Background: an optimization exercise with open tools, aiming at small area. Do not read the settings as production practice.
In this exercise RTL edits were held to simulation tests only and were not proved equivalent to the original.
No activity file was given, so power comes from the tool's default toggle rates.

===== flow/config.mk =====
export PLATFORM = sky130hd
export DESIGN_NAME = calc
export DESIGN_NICKNAME = calc
export VERILOG_FILES = /design/flow/design.v
export SDC_FILE = /design/flow/constraint.sdc
export NUM_CORES = 4
export LEC_CHECK = 0
export CAP_MARGIN = 20
export CORE_MARGIN = 2
export CORE_UTILIZATION = 45
export SLEW_MARGIN = 20

===== flow/run.sh =====
#!/bin/bash
# synth_recipe.tcl (not shown) runs the flow's synth.tcl, then flattens the netlist and writes it again
# the make line also repeats each setting of config.mk as NAME=value (left out here)
make -C /OpenROAD-flow-scripts/flow DESIGN_CONFIG=/design/flow/config.mk WORK_HOME=/design/flow/orfs CLKGATE_MAP_FILE= SYNTH_SCRIPT=/design/flow/synth_recipe.tcl finish

===== flow/constraint.sdc =====
create_clock -name core_clock -period 170.0 [get_ports {clk}]
set_input_delay 34.0000 -clock core_clock [delete_from_list [all_inputs] [get_ports {clk}]]
set_output_delay 34.0000 -clock core_clock [all_outputs]
set_load 0.01 [all_outputs]

===== flow/design.v =====
module calc (
	output [3:0] col,
	input [3:0] row,
	output [6:0] sseg_A,
	output [9:0] sseg_C,
	output [35:0] value,
	output valid,
	output neg,
	input clk,
	input reset
);
reg [1:0] ci;             
wire allhi = &row;
always @(posedge clk)
	if (reset) ci <= 2'd3;
	else if (allhi) ci <= ci + 2'd1;
assign col = ~(4'b0001 << ci);
reg held;                 
wire det = !held && !allhi;
always @(posedge clk or posedge reset)
	if (reset) held <= 1'b0;
	else if (det) held <= 1'b1;
	else if (allhi) held <= 1'b0;
reg [3:0] code;
always @(*) begin
	case ({row, ci})
		6'b0111_11: code = 4'd7;
		6'b0111_10: code = 4'd8;
		6'b0111_01: code = 4'd9;
		6'b0111_00: code = 4'd10;
		6'b1011_11: code = 4'd4;
		6'b1011_10: code = 4'd5;
		6'b1011_01: code = 4'd6;
		6'b1011_00: code = 4'd11;
		6'b1101_11: code = 4'd1;
		6'b1101_10: code = 4'd2;
		6'b1101_01: code = 4'd3;
		6'b1101_00: code = 4'd12;
		6'b1110_11: code = 4'd15;
		6'b1110_10: code = 4'd0;
		6'b1110_01: code = 4'd14;
		6'b1110_00: code = 4'd13;
		default:    code = 4'd0;
	endcase
end
reg [1:0] c4;             
reg [3:0] sel;            
wire tick = (c4 == 2'd1);
wire [3:0] seln = (sel == 4'd9) ? 4'd0 : sel + 4'd1;
always @(posedge clk or posedge reset)
	if (reset) begin
		c4 <= 2'd0;
		sel <= 4'd0;
	end else begin
		c4 <= c4 + 2'd1;
		if (tick) sel <= seln;
	end
assign sseg_C = ~(10'b1 << sel);
localparam IDLE = 4'd0, DIG = 4'd1, ENT = 4'd2, PUSH = 4'd3, CLR = 4'd4,
           OPW = 4'd5, OPB = 4'd6, OPPH = 4'd7, XFER = 4'd8, ITER = 4'd9,
           FIN = 4'd10, PREP = 4'd11, CONV = 4'd12, FIN2 = 4'd13, VAL = 4'd14;
reg [3:0] st;
reg [5:0] cnt;
reg [3:0] key;
reg [3:0] ph;             
reg [3:0] spn, spd;       
reg err, sgn;
wire isdiv = (key == 4'd13);
wire ismul = (key == 4'd12);
wire issub = (key == 4'd11);
wire isadd = (key == 4'd10);
wire addsub = isadd | issub;
wire isop = addsub | ismul | isdiv;
reg [36*9-1:0] nr;
reg [4*9-1:0] dr;
wire [35:0] nend = nr[36*9-1 -: 36];
wire [3:0] dend = dr[4*9-1 -: 4];
wire [3:0] dfirst = dr[3:0];
reg [35:0] V, P, Q;
reg xp, xs, sb, selV, selW, selE, inv, cin, vload;
wire [6:0] e1 = (spd >= 4'd1) ? {3'b0, dend} : 7'd0;
wire [3:0] e2 = (spd >= 4'd2) ? dfirst : 4'd0;
wire [6:0] e7 = {e2, 3'b0} + {2'b0, e2, 1'b0} + e1;
wire [35:0] X = ({36{xp}} & P) | ({36{xs}} & {P[34:0], 1'b0}) | {35'b0, sb};
wire [35:0] Y = ({36{selV}} & V) | ({36{selW}} & nend) | {29'b0, {7{selE}} & e7};
wire [35:0] S = X + (Y ^ {36{inv}}) + {35'b0, cin};
wire topn = (ph == spn) || (spn == 4'd0);
wire topd = (ph == spd) || (spd == 4'd0);
wire pushn = (ph == spn + 4'd1);
wire pushd = (ph == spd + 4'd1);
wire first = (cnt == 6'd0);
wire last = (cnt == 6'd35);
wire B35 = (spn >= 4'd1) & nend[35];
wire A35 = (spn >= 4'd2) & nend[35];
wire phok = (sel == 4'd2) && (c4 == (isdiv ? 2'd0 : 2'd2));
always @(*) begin
	xp = 0; xs = 0; sb = 0; selV = 0; selW = 0; selE = 0; inv = 0; cin = 0; vload = 0;
	case (st)
		ENT: selE = 1;
		PUSH: begin
			xp = !isop;
			selV = isop;
		end
		CLR: vload = 1;
		OPW: begin
			selW = (spn >= 4'd1);
			inv = issub | (isdiv & B35);
			cin = inv;
			vload = 1;
		end
		OPB: begin
			if (cnt == 6'd7) begin
				selW = (spn >= 4'd2);
				inv = isdiv & A35;
				cin = inv;
				xp = addsub;
				vload = addsub;
			end else
				xp = 1;
		end
		OPPH: xp = 1;
		XFER: xs = 1;
		ITER: begin
			xs = !first;
			if (isdiv) begin
				sb = Q[35];
				selV = 1;
				inv = first | ~P[35];
				cin = inv;
			end else
				selV = Q[35];
		end
		FIN: begin
			xp = 1;
			vload = ismul;
		end
		PREP: begin
			selV = 1;
			inv = V[35];
			cin = V[35];
		end
		CONV: begin
			xs = 1;
			sb = isdiv & (Q[35] ^ sgn);
		end
		FIN2: begin
			xp = isdiv & !err;
			cin = isdiv & sgn & !err;
			vload = isdiv;
		end
		default: ;
	endcase
end
always @(posedge clk or posedge reset)
	if (reset) begin
		st <= CLR;
		cnt <= 6'd0;
		key <= 4'd0;
		ph <= 4'd1;
		spn <= 4'd0;
		spd <= 4'd0;
		err <= 1'b0;
		sgn <= 1'b0;
	end else begin
		ph <= (ph == 4'd9) ? 4'd1 : ph + 4'd1;
		cnt <= cnt + 6'd1;
		case (st)
			IDLE: begin
				cnt <= 6'd0;
				if (det) begin
					key <= code;
					if (code < 4'd10) st <= DIG;
					else if (code == 4'd14) st <= ENT;
					else if (code == 4'd15) st <= CLR;
					else st <= OPW;
				end
			end
			DIG: if (pushd) begin
				spd <= spd + 4'd1;
				st <= IDLE;
			end
			ENT: if (topd) begin
				spd <= (spd >= 4'd4) ? spd - 4'd4 : 4'd0;
				st <= PUSH;
			end
			PUSH: if (pushn) begin
				spn <= spn + 4'd1;
				st <= IDLE;
			end
			CLR: begin
				spn <= 4'd0;
				spd <= 4'd0;
				if (cnt == 6'd39) st <= IDLE;
			end
			OPW: begin
				cnt <= 6'd0;
				if (topn) begin
					sgn <= isdiv & B35;
					st <= OPB;
				end
			end
			OPB: if (cnt == 6'd7) begin
				sgn <= sgn ^ (isdiv & A35);
				spn <= (spn >= 4'd2) ? spn - 4'd2 : 4'd0;
				st <= OPPH;
			end
			OPPH: begin
				cnt <= 6'd0;
				if (phok) st <= XFER;
			end
			XFER: if (last) begin
				cnt <= 6'd0;
				st <= ITER;
			end
			ITER: if (last) begin
				cnt <= 6'd0;
				st <= isdiv ? CONV : FIN;
			end
			FIN: st <= PREP;
			PREP: begin
				cnt <= 6'd0;
				st <= CONV;
			end
			CONV: begin
				if (first) err <= isdiv & Q[35] & Q[34];
				if (last) st <= FIN2;
			end
			FIN2: st <= VAL;
			VAL: st <= PUSH;
			default: st <= IDLE;
		endcase
	end
wire wrn = (st == PUSH) && pushn;
wire wrd = (st == DIG) && pushd;
always @(posedge clk) begin
	nr <= {nr[36*8-1:0], wrn ? S : nend};
	dr <= {dr[4*8-1:0], wrd ? key : dend};
	P <= S;
	Q <= {Q[34:0], (st == ITER && isdiv) ? ~S[35] : P[35]};
	if (vload) V <= S;
end
assign value = V;
assign neg = V[35];
assign valid = (st == VAL);
reg [39:0] b;
wire conv = (st == CONV);
wire rot = (st == IDLE) || (st == DIG) || (st == ENT) || (st == PUSH) ||
           (st == FIN2) || (st == VAL);
wire binbit = isdiv ? Q[35] : P[35];
reg [39:0] adj;
integer k;
always @(*) begin
	for (k = 0; k < 10; k = k + 1) begin
		if (conv && (b[4*k+3] || (b[4*k+2] && (b[4*k+1] || b[4*k]))))
			adj[4*k +: 4] = b[4*k +: 4] + 4'd3;
		else
			adj[4*k +: 4] = b[4*k +: 4];
	end
end
always @(posedge clk)
	b <= {adj[38:0], conv ? binbit : (rot & b[39])};
reg [3:0] dig;
reg [3:0] tap;
always @(*) begin
	case (seln)
		4'd0, 4'd5: tap = b[3:0];
		4'd1, 4'd6: tap = b[11:8];
		4'd2, 4'd7: tap = b[19:16];
		4'd3, 4'd8: tap = b[27:24];
		default:    tap = b[35:32];
	endcase
end
reg [3:0] ecode;
always @(*) begin
	case (seln)
		4'd0, 4'd2, 4'd3: ecode = 4'd11;
		4'd1: ecode = 4'd12;
		4'd4: ecode = 4'd10;
		default: ecode = 4'd13;
	endcase
end
always @(posedge clk)
	if (tick) dig <= err ? ecode : tap;
reg [6:0] sa;
always @(*) begin
	case (dig)
		4'd0: sa = 7'b1000000;
		4'd1: sa = 7'b1111001;
		4'd2: sa = 7'b0100100;
		4'd3: sa = 7'b0110000;
		4'd4: sa = 7'b0011001;
		4'd5: sa = 7'b0010010;
		4'd6: sa = 7'b0000010;
		4'd7: sa = 7'b1111000;
		4'd8: sa = 7'b0000000;
		4'd9: sa = 7'b0011000;
		4'd10: sa = 7'b0000110;
		4'd11: sa = 7'b0101111;
		4'd12: sa = 7'b0100011;
		4'd13: sa = 7'b1111111;
		default: sa = 7'b1000000;
	endcase
end
assign sseg_A = sa;
endmodule

==> impl_metrics.json <==
{
  "ys_seq_area_frac": 0.607,
  "synth_seq_cells": 549,
  "tightest_slew_ps": 754,
  "status": "finished clean",
  "placed_cells": 2220,
  "totalPowerFinal_w": 0.000245,
  "stdcell_count": 2317,
  "cp.buffers_inverters": 2,
  "grt_use_total": 0.163,
  "drv_slew": 0,
  "insertion_delay_ps": 600,
  "clk_pin_slew_worst_paths_ps": 60,
  "wl_um": 35200,
  "crit_chain": "clkinv_1 -> nand2_1 -> nor2_1 -> clkdlybuf4s50_1",
  "cp_max_fo": 21,
  "synth_flop_cell": "dfxtp_1",
  "grt_start_max_net_pins": 44,
  "core-area_mm2": 0.0419,
  "grt_overflow": 0,
  "num_vias": 11900,
  "postCtsResizedCells": 0,
  "r2r_start": "spd[0]",
  "cp_top_family": "buffers and inverters",
  "cp_data_arrival_time_ps": 2580,
  "hold_viol_final": 0,
  "grt_pass1_wl_um": 58900,
  "setup_ws_ps": 133420,
  "rsz0062_at_grt": "no",
  "period_share": 0.215,
  "tns_ps": 0,
  "drive_gt1_frac": 0.0922,
  "synth_edf_count": 40,
  "dr.pass1.iters": 5,
  "avgViaCountPerCell": 5.12,
  "netlist.area_leader.share": 0.498,
  "worstSetupStartpointType": "flop",
  "nNetsFinal": 1834,
  "synth_top_area_cell": "dfxtp_1",
  "rows": 75,
  "start_util": 0.455,
  "p_leak_nw": 8.82,
  "ff2ff_path_depth": 21,
  "cts_buffers": 52,
  "critPathMaxStageDelay_ps": 730,
  "htree_levels": 2,
  "cts_tree": "done",
  "fmax_mhz": 27.3,
  "grt_pass1_vias": 11800,
  "pin_count": 65,
  "first_iter_violations": 783,
  "cts_setup_buffers": 0,
  "fin_skew_ps": 26.0,
  "slew_headroom": 0.498,
  "synthTopCellsByArea": "dfxtp_1 50%, edfxtp_1 6.3%, ha_1 5.9%, dfrtp_1 4.3%, xnor2_1 3.7%",
  "cts_root_buf": "clkbuf_16",
  "multi_input_area_mm2": 0.00696,
  "syn_area_per_cell_um2": 11.4,
  "die_area_mm2": 0.0440,
  "antenna_cells": 0,
  "place_hpwl_um": 23300,
  "ff2ff_setup_slack_ps": 163840,
  "period_needed_ps": 36580,
  "dieWidth_um": 210,
  "regArea_mm2": 0.0116,
  "cts_hold_buffers": 0,
  "worstSetupPathType": "reg2out",
  "holdWs_ps": 304,
  "drc": 0,
  "ant_nets": 0,
  "r2r_end": "nr[32]",
  "dieHeight_um": 210,
  "ys_warn_count": 1,
  "place_ws_ps": 133650,
  "synthesis.area_mm2": 0.0190,
  "cp-end-kind": "output pin",
  "setup_viol": 0,
  "crit_required_ps": 136000,
  "cts_max_path_buffers": 3,
  "nFillCells": 3696,
  "slowest_stage": "dfrtp_1",
  "io_buffers": 64,
  "syn_to_final_growth_pct": 15.3,
  "synth_nets": 1771,
  "hold_depth": 0,
  "synth_cell_types": 73,
  "cap_violations": 0,
  "p_per_area_mw_per_mm2": 11.2,
  "peakVddDrop_v": 0.00000981,
  "holdPathEnd": "nr[134]",
  "synthesis.instances": 1672,
  "wire_per_inst_um": 15.2,
  "cts.sinks": 549,
  "hp-start": "nr[98]",
  "antenna_found_initial": 0,
  "gp_congestion": 0.823,
  "min_path_type": "reg2reg",
  "ys_async_sr_fraction": 0.0638
}
[metal layers]
| layer | track usage | wire, um | part of all wire | vias up |
|---|---|---|---|---|
| met4 | 0.0660 | 935 | 0.027 | 0 |
| met3 | 0.0259 | 1330 | 0.038 | 70 |
| met5 | 0 | 0 | 0 | - |
| li1 | - | - | - | 5960 |
| met1 | 0.220 | 17000 | 0.48 | 5613 |
| met2 | 0.263 | 16000 | 0.45 | 219 |
[state kept, by name, indices dropped and copies added (netlist names), 6 cells and up]
register,count
P,36
Q,36
V,36
b,40
cnt,6
dr,36
nr,324
[cells in the mapped netlist (all sizes together), types with 4 or more instances]
| cell type | number |
|---|---|
| dfrtp | 33 |
| o21ai | 112 |
| mux2i | 6 |
| nor3 | 29 |
| or2 | 5 |
| a21o | 12 |
| a221oi | 4 |
| xor2 | 30 |
| o21bai | 7 |
| o31ai | 8 |
| dfxtp | 474 |
| nand3 | 34 |
| mux2 | 50 |
| a22oi | 33 |
| o211ai | 20 |
| a21oi | 73 |
| nor2 | 70 |
| a222oi | 7 |
| or3 | 6 |
| and3 | 7 |
| edfxtp | 40 |
| xnor2 | 81 |
| nand2 | 118 |
| nand4 | 10 |
| ha | 90 |
| nor2b | 30 |
| nand2b | 13 |
| a22o | 39 |
| clkbuf | 50 |
| buf | 14 |
| nor4 | 4 |
| inv | 77 |
| a31oi | 13 |
| a211oi | 7 |
| nand3b | 6 |
| o21a | 5 |
| and2 | 5 |
[where the power goes]
part,total (W),switching (W),internal (W)
Clock,0.000114,0.0000480,0.0000663
Sequential,0.000130,0.0000000271,0.000130
Combinational,0.000000967,0.000000582,0.000000382
Total,0.000245,0.0000486,0.000197
[final cells by class]
| type | count | share of cell area |
|---|---|---|
| sequential | 549 | 0.527 |
| multi-input combinational | 981 | 0.317 |
| clock buffer | 79 | 0.0738 |
| timing repair buffer | 73 | 0.0322 |
| tap | 539 | 0.0307 |
| inverter | 78 | 0.0133 |
| clock inverter | 18 | 0.00621 |
[placed cells by master (no fill, tap or decap), types with 6 or more instances in the layout]
cell / count
a211oi_1: 7
a21o_1: 12
a21oi_1: 73
a222oi_1: 7
a22o_1: 39
a22oi_1: 33
a31oi_1: 13
and3_1: 7
buf_4: 9
clkbuf_1: 12
clkbuf_16: 58
clkbuf_8: 9
clkdlybuf4s50_1: 64
clkinv_2: 10
dfrtp_1: 33
dfxtp_1: 474
edfxtp_1: 40
ha_1: 90
inv_1: 77
mux2_2: 50
mux2i_1: 6
nand2_1: 117
nand2b_1: 12
nand3_1: 34
nand3b_1: 6
nand4_1: 10
nor2_1: 69
nor2b_1: 30
nor3_1: 29
o211ai_1: 20
o21ai_0: 110
o21bai_1: 7
o31ai_1: 7
or3_1: 6
xnor2_1: 81
xor2_1: 30
[worst max path at each step]
stage | startpoint | to | cells past startpoint
finish | st[0] | valid | 4
global route | st[0] | valid | 4
CTS | st[0] | valid | 4
detailed placement | row[3] | st[3] | 8
global placement | row[3] | st[3] | 8
floorplan | row[2] | st[1] | 9
[through the flow]
stage / util / instance area, um2
final: 0.525 / 22000
after global routing: 0.525 / 22000
after detailed placement: 0.483 / 20200
after floorplan: - / 19000
after CTS: 0.525 / 22000
after global placement: 0.483 / 20200
[cell families (layout without fill, tap and decap cells)]
| kind of cell | after synthesis | in the layout | synth area share |
|---|---|---|---|
| simple gates | 352 | 352 | 0.0900 |
| compound gates | 368 | 368 | 0.127 |
| flops | 549 | 549 | 0.607 |
| mux | 57 | 57 | 0.0339 |
| xor+xnor | 111 | 111 | 0.0510 |
| buf+inv | 142 | 248 | 0.0288 |
| fa+ha+maj | 93 | 93 | 0.0623 |

==> port drivers added, routing unchanged <==
How much do the figures lean on ideal ports? The routed layout below was timed once more, with nothing changed but the port constraints. Step 1 sets driving cells, clkbuf_16 on the clock port and buf_2 on the other inputs (assumed; they add their load-dependent delay and slew). Step 2 times the ports against the registers' clock, not the clock port: input delays grow and output delays shrink by t, the midpoint of the rising clock arrivals with the driver on. Slacks: ideal / step 1 / step 2; pairs: ideal / step 1.
t, ns: 0.643
slack for setup (ns): 133.420 / 133.369 / 133.593
latest minus earliest clock arrival (ns): 0.032 / 0.032
After both steps this run still meets setup and hold. The setup slack of this run moves by -0.051 ns with the drivers and by +0.173 ns with both steps.
